Context: an optimization exercise on an open-source flow, tuned for small area, a short achievable clock period and few clock cycles. The choices shown serve that exercise and are no tape-out recipe.
No functional check of the RTL was part of any run shown here.

## flow/run.sh

```bash
#!/bin/bash
# synth_recipe.tcl (not shown) runs the flow's synth.tcl, then flattens the netlist and writes it again
# the make line also repeats each setting of config.mk as NAME=value (left out here)
make -C /OpenROAD-flow-scripts/flow DESIGN_CONFIG=/design/flow/config.mk WORK_HOME=/design/flow/orfs CLKGATE_MAP_FILE= SYNTH_SCRIPT=/design/flow/synth_recipe.tcl finish
```

## flow/config.mk

```make
export PLATFORM = sky130hd
export DESIGN_NAME = rs_decoder
export DESIGN_NICKNAME = rs_decoder
export VERILOG_FILES = /design/flow/design.v
export SDC_FILE = /design/flow/constraint.sdc
export NUM_CORES = 4
export LEC_CHECK = 0
export CAP_MARGIN = 20
export CORE_MARGIN = 2
export CORE_UTILIZATION = 40
export PLACE_DENSITY = 0.6
export SETUP_SLACK_MARGIN = 5
export SLEW_MARGIN = 20
```

## flow/constraint.sdc

```tcl
create_clock -name core_clock -period 11.0 [get_ports {clk}]
set_input_delay 2.2000 -clock core_clock [delete_from_list [all_inputs] [get_ports {clk}]]
set_output_delay 2.2000 -clock core_clock [all_outputs]
set_load 0.01 [all_outputs]
```

## flow/design.v

```verilog
module gf256mul(
      input [7:0] a,
      input [7:0] b,
      output [7:0] z
      );
reg [14:0] c;
integer i, j;
always @* begin
  c = 15'd0;
  for (i = 0; i < 8; i = i + 1)
    for (j = 0; j < 8; j = j + 1)
      c[i+j] = c[i+j] ^ (a[i] & b[j]);
  for (i = 14; i >= 8; i = i - 1)
    if (c[i]) c = c ^ (15'h11d << (i - 8));
end
assign z = c[7:0];
endmodule
module gf256inv(input [7:0] a, output [7:0] z);
  wire [7:0] c;
  assign c[0] = a[0] ^ a[1] ^ a[2] ^ a[3] ^ a[4] ^ a[6] ^ a[7];
  assign c[1] = a[2] ^ a[3] ^ a[6] ^ a[7];
  assign c[2] = a[2] ^ a[4] ^ a[6];
  assign c[3] = a[3] ^ a[4] ^ a[5] ^ a[6];
  assign c[4] = a[4] ^ a[7];
  assign c[5] = a[1] ^ a[3] ^ a[4];
  assign c[6] = a[2] ^ a[5] ^ a[6];
  assign c[7] = a[5];
  wire [3:0] h = c[7:4], l = c[3:0];
  function [3:0] m16(input [3:0] x, input [3:0] y);
    reg [6:0] p; integer i, j;
    begin
      p = 7'd0;
      for (i = 0; i < 4; i = i + 1) for (j = 0; j < 4; j = j + 1) p[i+j] = p[i+j] ^ (x[i] & y[j]);
      m16 = p[3:0] ^ {p[6:4], 1'b0} ^ {1'b0, p[6:4]};
    end
  endfunction
  wire [3:0] h2l, l2;
  assign h2l[0] = h[2];
  assign h2l[1] = h[1] ^ h[2] ^ h[3];
  assign h2l[2] = h[1];
  assign h2l[3] = h[0] ^ h[2] ^ h[3];
  assign l2[0] = l[0] ^ l[2];
  assign l2[1] = l[2];
  assign l2[2] = l[1] ^ l[3];
  assign l2[3] = l[3];
  wire [3:0] dl = h2l ^ l2 ^ m16(h, l);
  reg [3:0] di;
  always @* case (dl)
    4'd0: di = 4'd0;
    4'd1: di = 4'd1;
    4'd2: di = 4'd9;
    4'd3: di = 4'd14;
    4'd4: di = 4'd13;
    4'd5: di = 4'd11;
    4'd6: di = 4'd7;
    4'd7: di = 4'd6;
    4'd8: di = 4'd15;
    4'd9: di = 4'd2;
    4'd10: di = 4'd12;
    4'd11: di = 4'd5;
    4'd12: di = 4'd10;
    4'd13: di = 4'd4;
    4'd14: di = 4'd3;
    4'd15: di = 4'd8;
  endcase
  wire [7:0] q = {m16(h, di), m16(h ^ l, di)};
  assign z[0] = q[0] ^ q[2] ^ q[4] ^ q[5];
  assign z[1] = q[1] ^ q[4] ^ q[5] ^ q[6] ^ q[7];
  assign z[2] = q[1] ^ q[3] ^ q[4] ^ q[7];
  assign z[3] = q[1] ^ q[2] ^ q[4];
  assign z[4] = q[2] ^ q[6] ^ q[7];
  assign z[5] = q[7];
  assign z[6] = q[1] ^ q[3] ^ q[4] ^ q[6];
  assign z[7] = q[2] ^ q[4] ^ q[6] ^ q[7];
endmodule
`timescale 1ns/100ps
module rs_decoder(
      input clk,
      input rst_n,
      input din_val,
      input din_sop,
      input din_eop,
      input [7:0] din,
      output [7:0] el1,
      output [7:0] el2,
      output [7:0] el3,
      output [7:0] el4,
      output [7:0] ev1,
      output [7:0] ev2,
      output [7:0] ev3,
      output [7:0] ev4,
      output [2:0] error_num,
      output dec_done,
      output dec_fail,
      output busy
      );
localparam P = 4;                
function [7:0] gmul(input [7:0] a, input [7:0] b);
  reg [14:0] c;
  integer i, j;
  begin
    c = 15'd0;
    for (i = 0; i < 8; i = i + 1)
      for (j = 0; j < 8; j = j + 1)
        c[i+j] = c[i+j] ^ (a[i] & b[j]);
    for (i = 14; i >= 8; i = i - 1)
      if (c[i]) c = c ^ (15'h11d << (i - 8));
    gmul = c[7:0];
  end
endfunction
function [7:0] apow(input integer e);
  integer i;
  reg [7:0] v;
  begin
    v = 8'h01;
    for (i = 0; i < e; i = i + 1)
      v = {v[6:0], 1'b0} ^ (v[7] ? 8'h1d : 8'h00);
    apow = v;
  end
endfunction
reg st_bd, st_bu, st_bs, st_om, st_sc, st_rc, st_fn;
reg [4:0] fs;          
reg [3:0] r;           
reg [3:0] mk;          
reg [3:0] L;           
reg [2:0] cnt;         
reg [7:0] base;        
reg [P:1] rootr;       
reg [P:1] mask;        
reg done_r, fail_r;
reg [7:0] s [0:7];     
reg [7:0] lam [1:4];   
reg [7:0] q [1:4];     
reg [7:0] d;           
reg [7:0] evr [0:3];   
reg [7:0] xb;          
assign el1 = s[0]; assign el2 = s[1]; assign el3 = s[2]; assign el4 = s[3];
assign ev1 = evr[0]; assign ev2 = evr[1]; assign ev3 = evr[2]; assign ev4 = evr[3];
assign error_num = L[2:0];
assign dec_done = done_r;
assign dec_fail = fail_r;
assign busy = 1'b0;
wire use_d = st_bu | st_bs | fs[0];
wire sel_q = st_bu | st_bs;
wire sel_e = fs[4];
wire [7:0] la [1:4];
wire [7:0] lb [1:4];
wire [7:0] lz [1:4];
genvar gi, gj, gk;
generate
  for (gi = 1; gi <= 4; gi = gi + 1) begin : lane
    assign la[gi] = use_d ? d : lam[gi];
    assign lb[gi] = sel_q ? q[gi] : sel_e ? evr[gi-1] : s[8 - gi];
    gf256mul mul(.a(la[gi]), .b(lb[gi]), .z(lz[gi]));
  end
endgenerate
wire [7:0] dsum = s[0] ^ (lz[1] & {8{mk[0]}}) ^ (lz[2] & {8{mk[1]}})
                       ^ (lz[3] & {8{mk[2]}}) ^ (lz[4] & {8{mk[3]}});
wire [7:0] inv_a = st_bu ? d : fs[0] ? evr[0] : fs[1] ? evr[1] : fs[2] ? evr[2] : evr[3];
wire [7:0] inv_z;
gf256inv u_inv(.a(inv_a), .z(inv_z));
wire [7:0] ct   [0:4*P+P];     
wire [7:0] codd [1:P];
wire [7:0] cx   [1:P];
wire [P:1] croot;
generate
  for (gk = 1; gk <= P; gk = gk + 1) begin : cpt
    for (gj = 1; gj <= 4; gj = gj + 1) begin : cterm
      localparam [7:0] C = apow(gj * gk);
      assign ct[gj*P+gk] = gmul(lam[gj], C);
    end
    localparam [7:0] CX = apow(gk);
    assign codd[gk] = ct[1*P+gk] ^ ct[3*P+gk];
    assign cx[gk]   = gmul(xb, CX);
    assign croot[gk] = ((codd[gk] ^ 8'h01) == (ct[2*P+gk] ^ ct[4*P+gk])) &
                       ({1'b0, base} + gk - 1 <= 9'd254);
  end
endgenerate
wire [P:1] rrem = rootr & ~mask;
reg [P:1] cfirst;
reg [7:0] cpos, cxv, codv;
integer pk;
always @* begin
  cfirst = {P{1'b0}};
  cpos = 8'h00; cxv = 8'h00; codv = 8'h00;
  for (pk = P; pk >= 1; pk = pk - 1)
    if (rrem[pk]) begin
      cfirst = {P{1'b0}};
      cfirst[pk] = 1'b1;
      cpos = base + pk - 1;
      cxv = cx[pk];
      codv = codd[pk];
    end
end
wire c_any  = |croot;
wire c_more = |(rrem & ~cfirst);
wire c_all  = ({1'b0, cnt} + 4'd1 == L);
wire c_last = ({1'b0, base} + P > 9'd254);
wire advance = (st_sc & ~c_any) | (st_rc & ~c_all & ~c_more);
localparam [7:0] CXP = apow(P);
wire szero = ~|{s[0], s[1], s[2], s[3], s[4], s[5], s[6], s[7]};
wire dnz   = |d;
wire swap  = dnz & ({L, 1'b0} < {1'b0, r});    
wire start = din_val & din_eop;
always @(posedge clk or negedge rst_n)
if (!rst_n) begin
  st_bd <= 1'b0; st_bu <= 1'b0; st_bs <= 1'b0; st_om <= 1'b0;
  st_sc <= 1'b0; st_rc <= 1'b0; st_fn <= 1'b0;
  fs     <= 5'd0;
  r      <= 4'd0;
  mk     <= 4'd0;
  L      <= 4'd0;
  cnt    <= 3'd0;
  base   <= 8'd0;
  rootr  <= {P{1'b0}};
  mask   <= {P{1'b0}};
  done_r <= 1'b0;
  fail_r <= 1'b0;
end else begin
  done_r <= 1'b0;
  fs     <= {fs[3:0], 1'b0};
  if (start) begin
    st_bd <= 1'b1; st_bu <= 1'b0; st_bs <= 1'b0; st_om <= 1'b0;
    st_sc <= 1'b0; st_rc <= 1'b0; st_fn <= 1'b0;
    fs <= 5'd0;
    r  <= 4'd0;
    mk <= 4'd0;
    L  <= 4'd0;
  end
  if (st_bd) begin
    if (r == 4'd0 && szero) begin
      st_bd  <= 1'b0;
      done_r <= 1'b1;
      fail_r <= 1'b0;
    end else begin
      st_bd <= 1'b0;
      st_bu <= 1'b1;
      r     <= r + 4'd1;
      mk    <= {mk[2:0], 1'b1};
    end
  end
  if (st_bu) begin
    st_bu <= 1'b0;
    if (swap) begin
      L     <= r - L;
      st_bs <= 1'b1;
    end else if (r == 4'd8) begin
      st_om <= 1'b1;
      r     <= 4'd0;
      mk    <= 4'd0;
    end else
      st_bd <= 1'b1;
  end
  if (st_bs) begin
    st_bs <= 1'b0;
    if (r == 4'd8) begin
      st_om <= 1'b1;
      r     <= 4'd0;
      mk    <= 4'd0;
    end else
      st_bd <= 1'b1;
  end
  if (st_om) begin
    r  <= r + 4'd1;
    mk <= {mk[2:0], 1'b1};
    if (r == 4'd3) begin
      st_om <= 1'b0;
      cnt   <= 3'd0;
      base  <= 8'd0;
      mask  <= {P{1'b0}};
      if (L > 4'd4 || L == 4'd0) begin
        done_r <= 1'b1;
        fail_r <= 1'b1;
      end else
        st_sc <= 1'b1;
    end
  end
  if (st_sc) begin
    rootr <= croot;
    mask  <= {P{1'b0}};
    if (c_any) begin
      st_sc <= 1'b0;
      st_rc <= 1'b1;
    end
  end
  if (st_rc) begin
    cnt  <= cnt + 3'd1;
    mask <= mask | cfirst;
    if (c_all) begin
      st_rc <= 1'b0;
      st_fn <= 1'b1;
      fs    <= 5'd1;
    end else if (!c_more) begin
      st_rc <= 1'b0;
      st_sc <= 1'b1;
    end
  end
  if (advance) begin
    base <= base + P;
    if (c_last) begin
      st_sc  <= 1'b0;
      st_rc  <= 1'b0;
      done_r <= 1'b1;
      fail_r <= 1'b1;
    end
  end
  if (fs[4]) begin
    st_fn  <= 1'b0;
    done_r <= 1'b1;
    fail_r <= 1'b0;
  end
end
wire rot = (st_bd & ~(r == 4'd0 && szero)) | (st_om & (r != 4'd3));
integer si;
always @(posedge clk)
  if (din_val) begin
    for (si = 0; si < 8; si = si + 1)
      s[si] <= (din_sop ? 8'h00 : gmul(s[si], apow(si + 1))) ^ din;
  end else if (rot) begin
    for (si = 0; si < 8; si = si + 1)
      s[si] <= s[(si + 1) % 8];
  end else if (st_rc) begin
    s[cnt[1:0]]       <= cpos;
    s[7 - cnt[1:0]]   <= cxv;
  end
integer li;
always @(posedge clk) begin
  if (st_bd && r == 4'd0) begin
    for (li = 1; li <= 4; li = li + 1) lam[li] <= 8'h00;
  end
  if (st_bu) begin
    for (li = 1; li <= 4; li = li + 1) lam[li] <= lam[li] ^ lz[li];
  end
  if (advance) begin
    lam[1] <= ct[1*P+P]; lam[2] <= ct[2*P+P]; lam[3] <= ct[3*P+P]; lam[4] <= ct[4*P+P];
  end
  if (fs[0] | fs[1] | fs[2] | fs[3]) begin
    for (li = 1; li <= 4; li = li + 1)
      lam[li] <= lz[li] ^ (fs[0] ? q[2] : fs[1] ? q[1] : fs[2] ? q[3] : 8'h00);
  end
end
always @(posedge clk) begin
  if (st_bd && r == 4'd0) begin
    q[1] <= 8'h01; q[2] <= 8'h00; q[3] <= 8'h00; q[4] <= 8'h00;
  end
  if (st_bu) begin
    if (swap) begin
      q[1] <= 8'h01; q[2] <= lam[1]; q[3] <= lam[2]; q[4] <= lam[3];
    end else begin
      q[1] <= 8'h00; q[2] <= q[1]; q[3] <= q[2]; q[4] <= q[3];
    end
  end
  if (st_bs) begin
    for (li = 1; li <= 4; li = li + 1) q[li] <= lz[li];
  end
  if (st_om) begin
    if (r == 4'd0) q[3] <= dsum;
    if (r == 4'd1) q[1] <= dsum;
    if (r == 4'd2) q[2] <= dsum;
  end
end
always @(posedge clk) begin
  if (st_bd) d <= dsum;
  if (st_bu) d <= inv_z;
  if (st_om && r == 4'd3) d <= dsum;
end
integer ei;
always @(posedge clk) begin
  if (st_om) xb <= 8'h01;
  if (advance) xb <= gmul(xb, CXP);
  if (st_rc) evr[cnt[1:0]] <= codv;
  if (fs[0]) evr[0] <= inv_z;
  if (fs[1]) evr[1] <= inv_z;
  if (fs[2]) evr[2] <= inv_z;
  if (fs[3]) evr[3] <= inv_z;
  if (fs[4]) begin
    for (ei = 0; ei < 4; ei = ei + 1) evr[ei] <= lz[ei+1];
  end
end
endmodule
```

==> results.yml, run 1 <==
synthesis:
  yosys_most_used_dff: "edfxtp_1"
  synth_warnings: 7
  synth_cells: 2988
  synth_area_um2: 23800
  yosysMostFrequentCell: "xnor2_1"
  ys_ff_latch: 218
  synth_top_area_share: 0.204
  yosysTopAreaCell: "xnor2_1"
  synth_nets: 3033
  synth-edff-count: 152
  synthArstFlopShare: 0.193
  ys_top_cells_by_count: "xnor2_1 (553), nand2_1 (515), nor2_1 (205), xor2_1 (194), o21ai_0 (183)"
  yosysUniqueCellTypes: 91
  synth.area.top_cells: "xnor2_1 (20%), edfxtp_1 (19%), nand2_1 (8.1%)"
  syn_area_per_cell_um2: 7.96
  ys_seq_area_frac: 0.256
global_route:
  grt_pass1_wl_um: 137000
  track_usage: 0.295
  grt_max_degree: 95
  grt.overflow.total: 0
  grt_pass1_vias: 21000
  antenna_found_initial: 0
final_layout:
  fill_cells: 5663
  multi_input_area_um2: 17200
  layout.area.seq_um2: 6100
  nets: 3044
  drive_gt1_frac: 0.0951
  area_growth_pct: 14.6
drt:
  highest_layer: "met4"
  drt_iter0_drc: 2986
  vias_per_cell: 5.99
  via_count: 22700
  dr.pass1.iters: 7
  drt-total-wl_um: 93900
  wl_met1_um: 36900
  ant_nets: 0
  dr_wl_met3_um: 9190
  wire_per_inst_um: 24.8
  met2_length_um: 42300
  drc: 0
worst_setup_path:
  cp.depth: 24
  cpPeakStageDelay_ns: 0.52
  worst_setup_path_start_kind: "register"
  reg2reg_setup_slack_ns: 5.03
  worstSetupEndpointType: "register"
  path_buf_inv: 5
  slowest_stage: "xor3_2"
  reg2regPathDepth: 24
  path_class: "reg -> reg"
  path_delay_family: "XOR/XNOR gates"
  crit_top_cell: "buf_12"
  path_max_fanout: 8
  worstPathRequired_ns: 11.32
  cp_cell_sequence: "buf_12 > mux2_4 > mux2i_4 > o21a_4 > xnor3_1 > or2_1 > mux2i_2 > xnor2_2 > xnor3_2 > xnor2_4 > inv_2 > ha_4 > mux2_4 > mux2i_4 > buf_12 > buf_12 > nand2b_4 > a21boi_4 > xor2_2 > xnor3_2 > xor3_2 > buf_6 > a21oi_2 > a21oi_1"
  arrival_ns: 6.29
clocking:
  clk_pin_slew_ns: 0.06
  root_buffer: "clkbuf_16"
  cts-htree-levels: 1
  cts_hold_buf: 0
  clockBufferDepth: 3
  insertion_delay_ns: 0.58
  numClockSinks: 218
  cts_tree: "built"
  cts_made_buffers: 28
timing:
  max-slew-margin-rel: 0.180
  hold_violations: 0
  tightest_slew_ns: 1.22
  rsz0062_at_grt: "true"
  worst_clock_skew_ns: 0.0256
  post-route-period-util: 0.542
  whs_ns: 0.548
  period_needed_ns: 5.97
  drv_slew: 0
  fmax_mhz: 168
  finalSetupViolCount: 0
  setup_tns_ns: 0
floorplan:
  io_pins: 83
  core_area_um2: 58900
  initial_core_util: 0.404
  die-width_um: 248
  num_rows: 89
  die_h_um: 248
  die_area_um2: 61400
hold_path:
  min_path_cells: 2
  min_path_type: "reg -> reg"
place:
  hpwl_um: 68600
  gp_congestion: 1.00
  numPortBuffers: 81
outcome:
  status: "no timing/DRC/antenna violations"
job:
  maxCapViolCount: 0
## cell usage in the layout, fill, tap and decap left out, types with 17 or more instances in the layout
cell,instances
dfrtp_1,37
o21ai_1,17
clkbuf_16,32
o211ai_1,69
edfxtp_1,152
nor4_1,22
nor2b_1,44
xnor2_1,536
xor2_1,188
buf_4,98
inv_1,45
nor2_1,203
nand2_1,512
clkdlybuf4s50_1,79
nor3_1,25
dfxtp_1,24
nand2b_1,18
ha_1,27
a221oi_1,36
a21oi_1,143
nand3_1,43
o221ai_1,19
mux2i_1,71
or3_1,17
o21ai_0,179
o22ai_1,20
a21o_1,47
## repair_timing
action | 4_1_cts | 5_1_grt
buffers inserted | 26 | 30
setup endpoints to repair | 41 | 65
cloned | 1 | 4
resized for setup | 47 | 81
pin swaps | 21 | 42
## metal layers
layer	track usage	up-vias
met1	0.384	11000
met2	0.466	1254
met5	0	-
met3	0.0471	257
met4	0.162	0
li1	-	10200
## worst paths after layout
kind                                     startpoint                   end
worst min-delay path            mask[1]$_DFFE_PN0P_   mask[1]$_DFFE_PN0P_
worst max register to register      fs[2]$_DFF_PN0_   evr[1][1]$_DFFE_PP_
min in group asynchronous                     rst_n  rootr[1]$_DFFE_PN0P_
worst max-delay path                fs[2]$_DFF_PN0_   evr[1][1]$_DFFE_PP_
worst min register to register  mask[1]$_DFFE_PN0P_   mask[1]$_DFFE_PN0P_
max in group asynchronous                     rst_n       fs[4]$_DFF_PN0_
## final cells by class
class,instances,area share
antenna,1,0.0000919
clock inverter,15,0.00469
timing repair buffer,199,0.0691
multi-input combinational,2500,0.631
clock buffer,35,0.0282
tap,773,0.0355
inverter,52,0.00735
sequential,218,0.224
## stage by stage
| stage | instances | setup WS (ns) | instance area (µm²) | util |
|---|---|---|---|---|
| 5_1_grt | 3792 | 4.81 | 27200 | 0.462 |
| 4_1_cts | 3757 | 5.00 | 26500 | 0.450 |
| 6_report | 3793 | 5.03 | 27200 | 0.462 |
| 3_3_place_gp | 3680 | 3.86 | 25100 | 0.426 |
| 2_1_floorplan | 2988 | 5.01 | 23800 | - |
| 3_5_place_dp | 3680 | 3.74 | 25100 | 0.426 |
## tightest hold or removal path, delay by kind of cell, from the launching register on
family,cells,cell delay [ns]
DFF,1,0.37
and+or+nand+nor,2,0.14
## registers in the layout, summed over array words and instances (netlist names), 5 cells and up
register,cells
s,64
q,32
d,8
evr,32
xb,8
base,6
lam,32
fs,5
## kinds of logic (layout without fill, tap and decap cells)
logic type / Yosys count / count (layout) / share of synthesized area
xor+xnor: 765 / 765 / 0.291
simple gates: 951 / 951 / 0.173
mux: 83 / 83 / 0.0359
other cells: 1 / 2 / 0.000158
compound gates: 665 / 666 / 0.180
fa+ha+maj: 34 / 34 / 0.0180
flops: 218 / 218 / 0.256
buf+inv: 271 / 301 / 0.0460
==> inputs of run 2 (changes only) <==
==> flow/flow/run.sh (new file) <==
#!/bin/bash
set -euo pipefail
MARGIN=$(cat flow/margin.txt)
sed "s|\"\${@:-finish}\"|SETUP_SLACK_MARGIN=${MARGIN} \"\${@:-finish}\"|" standard.sh > standard_margin.sh
grep -q "SETUP_SLACK_MARGIN=${MARGIN}" standard_margin.sh
bash standard_margin.sh > flow_make.log 2>&1
==> flow/flow/margin.txt (new file) <==
7
==> flow/standard.sh (new file) <==
#!/bin/bash
# synth_recipe.tcl (not shown) runs the flow's synth.tcl, then flattens the netlist and writes it again
# the make line also repeats each setting of config.mk as NAME=value (left out here)
make -C /OpenROAD-flow-scripts/flow DESIGN_CONFIG=/design/flow/config.mk WORK_HOME=/design/flow/orfs CLKGATE_MAP_FILE= SYNTH_SCRIPT=/design/flow/synth_recipe.tcl "${@:-finish}"
--- a/flow/config.mk
+++ b/flow/config.mk
@@ -9,5 +9,4 @@
 export CORE_MARGIN = 2
 export CORE_UTILIZATION = 40
 export PLACE_DENSITY = 0.6
-export SETUP_SLACK_MARGIN = 5
 export SLEW_MARGIN = 20
removed: flow/run.sh
==> results.yml, run 2 <==
final_layout:
  drive_gt1_frac: 0.288
  fin_util: 0.563
  largest_reg_flops: 64
  top_register: "s"
  fill_cells: 4979
  mostFrequentLayoutCell: "nand2_1"
  area_growth_pct: 39.5
  nets: 3369
  final_cell_mix: "nand2_1 (472), xnor2_1 (413), buf_4 (339), nor2_1 (198), o21ai_0 (165)"
synthesis:
  synthArstFlopShare: 0.193
  synth-edff-count: 152
  yosys_most_used_dff: "edfxtp_1"
  synth.area.top_cells: "xnor2_1 (20%), edfxtp_1 (19%), nand2_1 (8.1%)"
  ys_ff_latch: 218
  synth_top_area_share: 0.204
  yosysUniqueCellTypes: 91
  syn_area_per_cell_um2: 7.96
  synth_warnings: 7
  yosysMostFrequentCell: "xnor2_1"
  ys_seq_area_frac: 0.256
  synth_area_um2: 23800
  synth_nets: 3033
  synth_cells: 2988
  ys_top_cells_by_count: "xnor2_1 (553), nand2_1 (515), nor2_1 (205), xor2_1 (194), o21ai_0 (183)"
  yosysTopAreaCell: "xnor2_1"
floorplan:
  core_area_um2: 58900
  die_area_um2: 61400
  die-width_um: 248
  num_rows: 89
  die_h_um: 248
  initial_core_util: 0.404
  io_pins: 83
timing:
  fmax_mhz: 174
  whs_ns: 0.559
  rsz0062_at_grt: "true"
  max-slew-margin-rel: 0.123
  setup_tns_ns: 0
  finalSetupViolCount: 0
  tightest_slew_ns: 1.30
  worst_clock_skew_ns: 0.0123
  hold_violations: 0
  post-route-period-util: 0.522
  period_needed_ns: 5.74
  drv_slew: 0
job:
  maxCapViolCount: 0
worst_setup_path:
  path_max_fanout: 17
  rr_endpoint: "evr[3][2]$_DFFE_PP_"
  worst_setup_path_start_kind: "register"
  reg2reg_from: "fs[1]$_DFF_PN0_"
  reg2regPathDepth: 23
  cp-startpoint: "fs[1]$_DFF_PN0_"
  arrival_ns: 6.15
  crit_end: "evr[3][2]$_DFFE_PP_"
  worstSetupEndpointType: "register"
  reg2reg_setup_slack_ns: 5.26
  worstPathRequired_ns: 11.40
  path_class: "reg -> reg"
clocking:
  clk_pin_slew_ns: 0.06
  numClockSinks: 218
  cts-htree-levels: 1
  cts_hold_buf: 0
  cts_made_buffers: 28
  cts_tree: "built"
  insertion_delay_ns: 0.57
  root_buffer: "clkbuf_16"
  clockBufferDepth: 3
drt:
  drc: 0
  via_count: 25300
  vias_per_cell: 6.13
  wire_per_inst_um: 26.2
  drt_iter0_drc: 3218
  ant_nets: 0
  drt-total-wl_um: 108000
  dr.pass1.iters: 6
global_route:
  grt.overflow.total: 0
  grt_pass1_wl_um: 150000
  track_usage: 0.326
  antenna_found_initial: 1
  grt_pass1_vias: 22800
  grt_max_degree: 95
hold_path:
  min_path_type: "reg -> reg"
  hp-start: "mask[1]$_DFFE_PN0P_"
place:
  gp_congestion: 0.999
  numPortBuffers: 81
  hpwl_um: 71000
outcome:
  status: "no timing/DRC/antenna violations"
-- run 2: cell types whose count changed in the layout (fill, tap and decap cells not counted), sizes merged --
cell,before,now
clkinvlp,1,2
nand2,515,516
bufinv,2,3
bufbuf,1,4
clkinv,13,7
diode,1,2
buf,115,435
a21o,47,49
clkbuf,39,45
inv,51,49
-- run 2: worst min path at each step --
stage	to	cells after the start
finish	mask[1]$_DFFE_PN0P_	2
global route	base[3]$_DFFE_PN0P_	2
CTS	rootr[4]$_DFFE_PN0P_	1
detailed placement	rootr[4]$_DFFE_PN0P_	1
global placement	rootr[4]$_DFFE_PN0P_	1
floorplan	rootr[4]$_DFFE_PN0P_	1
-- run 2: critical path, cell delays in order, from the launching register on --
cell	delay, ns
dfrtp_2	0.42
buf_12	0.16
nor3b_1	0.16
a2111o_1	0.35
and2_4	0.16
xnor3_1	0.37
or2_1	0.25
mux2i_2	0.23
xnor2_2	0.17
xnor3_2	0.35
xnor2_4	0.19
inv_2	0.08
ha_4	0.25
mux2_4	0.28
mux2i_4	0.17
buf_6	0.15
nand2_4	0.06
xnor2_4	0.13
xnor2_2	0.22
xnor3_2	0.52
xnor2_4	0.30
xor2_4	0.23
mux2i_1	0.12
o21ai_1	0.22
-- run 2: kinds of logic after synthesis --
logic type      Yosys count  synth area share
mux                      83            0.0359
simple gates            951             0.173
xor+xnor                765             0.291
other cells               1          0.000158
buf+inv                 271            0.0460
fa+ha+maj                34            0.0180
flops                   218             0.256
compound gates          665             0.180
-- run 2: metal layers --
| metal | global-route usage | wire [µm] | share of wire | vias to the layer above |
|---|---|---|---|---|
| met4 | 0.178 | 7930 | 0.073 | 2 |
| met2 | 0.515 | 47900 | 0.44 | 1779 |
| met5 | 0 | 13 | 0.00012 | - |
| met3 | 0.0609 | 12000 | 0.11 | 456 |
| li1 | - | - | - | 10900 |
| met1 | 0.421 | 40300 | 0.37 | 12100 |
-- run 2: what timing repair did --
action                                  CTS  global route
pin swaps                                87           144
cloned                                   11             7
endpoints found under the setup margin  297           160
endpoints found under the hold margin     0             0
setup buffers                           193           183
gates resized for setup                 355           273
-- run 2: through the flow --
stage / cell area (µm²) / setup WS, ns / cells
floorplan: 24200 / 5.54 / 2988
global placement: 25400 / 4.39 / 3673
detailed placement: 25400 / 4.23 / 3673
CTS: 30100 / 5.33 / 3928
global route: 33200 / 5.04 / 4118
finish: 33200 / 5.26 / 4120
-- run 2: cell type report --
cell class,instances,area (µm²),share of cell area
Tap cell,773,967,0.0292
Multi-Input combinational cell,2503,20000,0.604
Clock buffer,42,815,0.0246
Sequential cell,218,6110,0.184
Antenna cell,2,5.00,0.000151
Inverter,52,201,0.00607
Timing Repair Buffer,521,4940,0.149
Clock inverter,9,120,0.00362

[port drivers added, routing unchanged]
The flow's constraints put no driver on any port. The routed layouts listed below were extracted and timed again, unchanged, in two steps.
Step 1: set_driving_cell puts a clkbuf_16 on clk and a buf_2 on each other input, an assumption about the parent block.
Step 2 times the ports against the registers' clock, not the clock port: input delays grow and output delays shrink by t, the midpoint of the rising clock arrivals with the driver on.
Slacks: ideal / step 1 / step 2; pairs: ideal / step 1.
run	t, ns	setup WS [ns]	worst setup path at the end
run 1	0.627	5.035 / 5.035 / 5.035	register to register
run 2	0.623	5.256 / 5.256 / 5.256	register to register
After both steps every run listed still meets setup and hold.
